Source: an optimization exercise on an open RTL-to-GDS flow (aim: small area). Production flows keep margins and buffers that such runs may drop. Only simulation tests tie the RTL to the original design; equivalence was not proved.

==> flow/design.v <==
module two_port_ram #(
    parameter ADDR_WIDTH = 6,
    parameter DATA_WIDTH = 30,
    parameter RAM_DEPTH  = 1 << ADDR_WIDTH
)(
    input                   clk,
    input                   i_we,
    input  [ADDR_WIDTH-1:0] i_waddr,
    input  [DATA_WIDTH-1:0] i_din,
    input                   i_re,
    input  [ADDR_WIDTH-1:0] i_raddr,
    output [DATA_WIDTH-1:0] o_dout
);
    reg [DATA_WIDTH-1:0] r_mem [0:RAM_DEPTH-1];
    reg [DATA_WIDTH-1:0] r_tmp_data;
    assign o_dout = r_tmp_data;
    always @(posedge clk) begin
        if (i_we)
            r_mem[i_waddr] <= i_din;
    end
    always @(posedge clk) begin
        if (i_re)
            r_tmp_data <= r_mem[i_raddr];
    end
endmodule
module line_buf_ctrl #(
    parameter HTOT = 80,
    parameter HACT = 64
)(
    input             clk,
    input             rstn,
    input             i_vsync,
    input             i_hsync,
    input             i_de,
    input       [9:0] i_r_data,
    input       [9:0] i_g_data,
    input       [9:0] i_b_data,
    output wire       o_vsync,
    output wire       o_hsync,
    output wire       o_de,
    output wire [9:0] o_r_data,
    output wire [9:0] o_g_data,
    output wire [9:0] o_b_data
);
    localparam DELAY_CYCLES = 2 * HTOT;
    localparam CNT_WIDTH    = $clog2(DELAY_CYCLES + 1);
    localparam W            = 33;
    wire [W-1:0] din = {i_vsync, i_hsync, i_de, i_r_data, i_g_data, i_b_data};
    wire [W-1:0] dout;
    genvar b;
    generate
        for (b = 0; b < W; b = b + 1) begin : g_lane
            reg [DELAY_CYCLES-1:0] sr;
            always @(posedge clk)
                sr <= {sr[DELAY_CYCLES-2:0], din[b]};
            assign dout[b] = sr[DELAY_CYCLES-1];
        end
    endgenerate
    reg  [CNT_WIDTH-1:0] cnt;
    wire                 valid = (cnt == DELAY_CYCLES);
    always @(posedge clk or negedge rstn) begin
        if (!rstn)
            cnt <= {CNT_WIDTH{1'b0}};
        else if (!valid)
            cnt <= cnt + 1'b1;
    end
    assign o_vsync  = dout[32] & valid;
    assign o_hsync  = dout[31] & valid;
    assign o_de     = dout[30] & valid;
    assign o_r_data = dout[29:20];
    assign o_g_data = dout[19:10];
    assign o_b_data = dout[9:0];
endmodule
module line_buf_ctrl_top #(
    parameter HTOT = 80,   
    parameter HACT = 64    
)(
    input             clk,
    input             rstn,
    input             i_vsync,
    input             i_hsync,
    input             i_de,
    input       [9:0] i_r_data,
    input       [9:0] i_g_data,
    input       [9:0] i_b_data,
    output wire       o_vsync,
    output wire       o_hsync,
    output wire       o_de,
    output wire [9:0] o_r_data,
    output wire [9:0] o_g_data,
    output wire [9:0] o_b_data
);
    line_buf_ctrl #(
        .HTOT(HTOT),
        .HACT(HACT)
    ) u_line_buf_ctrl (
        .clk     (clk),
        .rstn    (rstn),
        .i_vsync (i_vsync),
        .i_hsync (i_hsync),
        .i_de    (i_de),
        .i_r_data(i_r_data),
        .i_g_data(i_g_data),
        .i_b_data(i_b_data),
        .o_vsync (o_vsync),
        .o_hsync (o_hsync),
        .o_de    (o_de),
        .o_r_data(o_r_data),
        .o_g_data(o_g_data),
        .o_b_data(o_b_data)
    );
endmodule
==> flow/config.mk <==
export PLATFORM = sky130hd
export DESIGN_NAME = line_buf_ctrl_top
export DESIGN_NICKNAME = line_buf_ctrl_top
export VERILOG_FILES = /design/flow/design.v
export SDC_FILE = /design/flow/constraint.sdc
export NUM_CORES = 4
export LEC_CHECK = 0
export CAP_MARGIN = 20
export CORE_MARGIN = 2
export CORE_UTILIZATION = 65
export CTS_BUF_LIST = sky130_fd_sc_hd__clkbuf_4
export CTS_CLUSTER_DIAMETER = 40
export CTS_CLUSTER_SIZE = 11
export PLACE_DENSITY = 0.75
export SLEW_MARGIN = 20
==> flow/constraint.sdc <==
create_clock -name core_clock -period 10.0 [get_ports {clk}]
set_input_delay 2.0000 -clock core_clock [delete_from_list [all_inputs] [get_ports {clk}]]
set_output_delay 2.0000 -clock core_clock [all_outputs]
set_load 0.01 [all_outputs]
standard.sh (not shown) runs the stock make flow with config.mk's settings and CLKGATE_MAP_FILE= SYNTH_SCRIPT=/design/flow/synth_recipe.tcl, a recipe that flattens the netlist after the stock synthesis.
==> flow/flow/run.sh <==
#!/bin/bash
# The standard layout (the standard.sh: unchanged synthesis, floorplan, power grid,
# placement, CTS and routing) with two changes:
#  - the port buffers are the smallest buffer cell instead of the resizer's default pick;
#  - CTS inserts no dummy loads (the same CTS arguments as config.mk's settings otherwise).
# Make's full output goes to flow_make.log; each ORFS step keeps its own log under orfs/logs/.
set -euo pipefail
bash standard.sh finish \
  "BUFFER_PORTS_ARGS=-buffer_cell sky130_fd_sc_hd__buf_1" \
  "CTS_ARGS=-sink_clustering_enable -repair_clock_nets -dont_use_dummy_load -sink_clustering_size 11 -sink_clustering_max_diameter 40 -buf_list sky130_fd_sc_hd__clkbuf_4" \
  > flow_make.log 2>&1
Then changed:
==> flow/run.sh (new file) <==
#!/bin/bash
# synth_recipe.tcl (not shown) runs the flow's synth.tcl, then flattens the netlist and writes it again
# the make line also repeats each setting of config.mk as NAME=value (left out here)
make -C /OpenROAD-flow-scripts/flow DESIGN_CONFIG=/design/flow/config.mk WORK_HOME=/design/flow/orfs CLKGATE_MAP_FILE= SYNTH_SCRIPT=/design/flow/synth_recipe.tcl finish
Settings changed: CORE_UTILIZATION 65 to 75, CTS_BUF_LIST sky130_fd_sc_hd__clkbuf_4 to sky130_fd_sc_hd__clkbuf_16, CTS_CLUSTER_DIAMETER 40 to 60, CTS_CLUSTER_SIZE 11 to 34, PLACE_DENSITY 0.75 to 0.85.
removed: flow/flow/run.sh
removed: flow/standard.sh
This time the run stopped in clock tree synthesis, error DPL-0033.
Area after synthesis does not change.
Synthesized cell count stays the same.
Then changed:
==> flow/flow/run.sh (new file) <==
#!/bin/bash
# The standard layout (the standard.sh: unchanged synthesis, floorplan, power grid,
# placement, CTS and routing) with two changes:
#  - the port buffers are the smallest buffer cell instead of the resizer's default pick;
#  - CTS inserts no dummy loads (the same CTS arguments as config.mk's settings otherwise).
# Make's full output goes to flow_make.log; each ORFS step keeps its own log under orfs/logs/.
set -euo pipefail
bash standard.sh finish \
  "BUFFER_PORTS_ARGS=-buffer_cell sky130_fd_sc_hd__buf_1" \
  "CTS_ARGS=-sink_clustering_enable -repair_clock_nets -dont_use_dummy_load -sink_clustering_size 13 -sink_clustering_max_diameter 45 -buf_list sky130_fd_sc_hd__clkbuf_4" \
  > flow_make.log 2>&1
==> flow/standard.sh (new file) <==
#!/bin/bash
# synth_recipe.tcl (not shown) runs the flow's synth.tcl, then flattens the netlist and writes it again
# the make line also repeats each setting of config.mk as NAME=value (left out here)
make -C /OpenROAD-flow-scripts/flow DESIGN_CONFIG=/design/flow/config.mk WORK_HOME=/design/flow/orfs CLKGATE_MAP_FILE= SYNTH_SCRIPT=/design/flow/synth_recipe.tcl "${@:-finish}"
Settings changed: CORE_UTILIZATION 75 to 65, CTS_BUF_LIST sky130_fd_sc_hd__clkbuf_16 to sky130_fd_sc_hd__clkbuf_4, CTS_CLUSTER_DIAMETER 60 to 45, CTS_CLUSTER_SIZE 34 to 13, PLACE_DENSITY 0.85 to 0.75.
removed: flow/run.sh
What happened: This time the run finished clean. Area after synthesis stays the same. Synthesized cell count stays the same.
Then changed:
--- a/flow/flow/run.sh
+++ b/flow/flow/run.sh
@@ -10 +10 @@
-  "CTS_ARGS=-sink_clustering_enable -repair_clock_nets -dont_use_dummy_load -sink_clustering_size 13 -sink_clustering_max_diameter 45 -buf_list sky130_fd_sc_hd__clkbuf_4" \
+  "CTS_ARGS=-sink_clustering_enable -repair_clock_nets -dont_use_dummy_load -sink_clustering_size 20 -sink_clustering_max_diameter 50 -buf_list sky130_fd_sc_hd__clkbuf_8" \
Settings changed: CTS_BUF_LIST sky130_fd_sc_hd__clkbuf_4 to sky130_fd_sc_hd__clkbuf_8, CTS_CLUSTER_DIAMETER 45 to 50, CTS_CLUSTER_SIZE 13 to 20.
Effect:
- The changed run ran to the end with no violations
- register-to-register slack hardly moves
- routed wire length shrinks slightly
- setup slack gains 0.31 ns

## afterwards: timing with drivers on the ports
Ports are ideal in the flow. The routed layouts listed here were re-timed in OpenROAD.
Step 1 sets driving cells, clkbuf_16 on the clock port and buf_2 on the other inputs (assumed; they add their load-dependent delay and slew).
Step 2 also shifts input and output timing later by t, the mid clock arrival at the registers, as if the neighbouring blocks saw the same clock.
Three values: ideal ports, drivers, drivers and shift; two values: the first two.
| run | shift t [ns] | setup slack, ns | worst hold slack (ns) | worst setup path at the end | pins driven straight from the clock port |
|---|---|---|---|---|---|
| the first run | 1.312 | 5.465 / 5.398 / 6.710 | 0.267 / 0.267 / 0.267 | register to output | 1 |
| the third run | 1.334 | 5.431 / 5.364 / 6.698 | 0.245 / 0.245 / 0.245 | register to output | 1 |
| the fourth run | 1.034 | 5.741 / 5.674 / 6.707 | 0.289 / 0.289 / 0.289 | register to output | 1 |
After both steps every run listed still meets setup and hold.
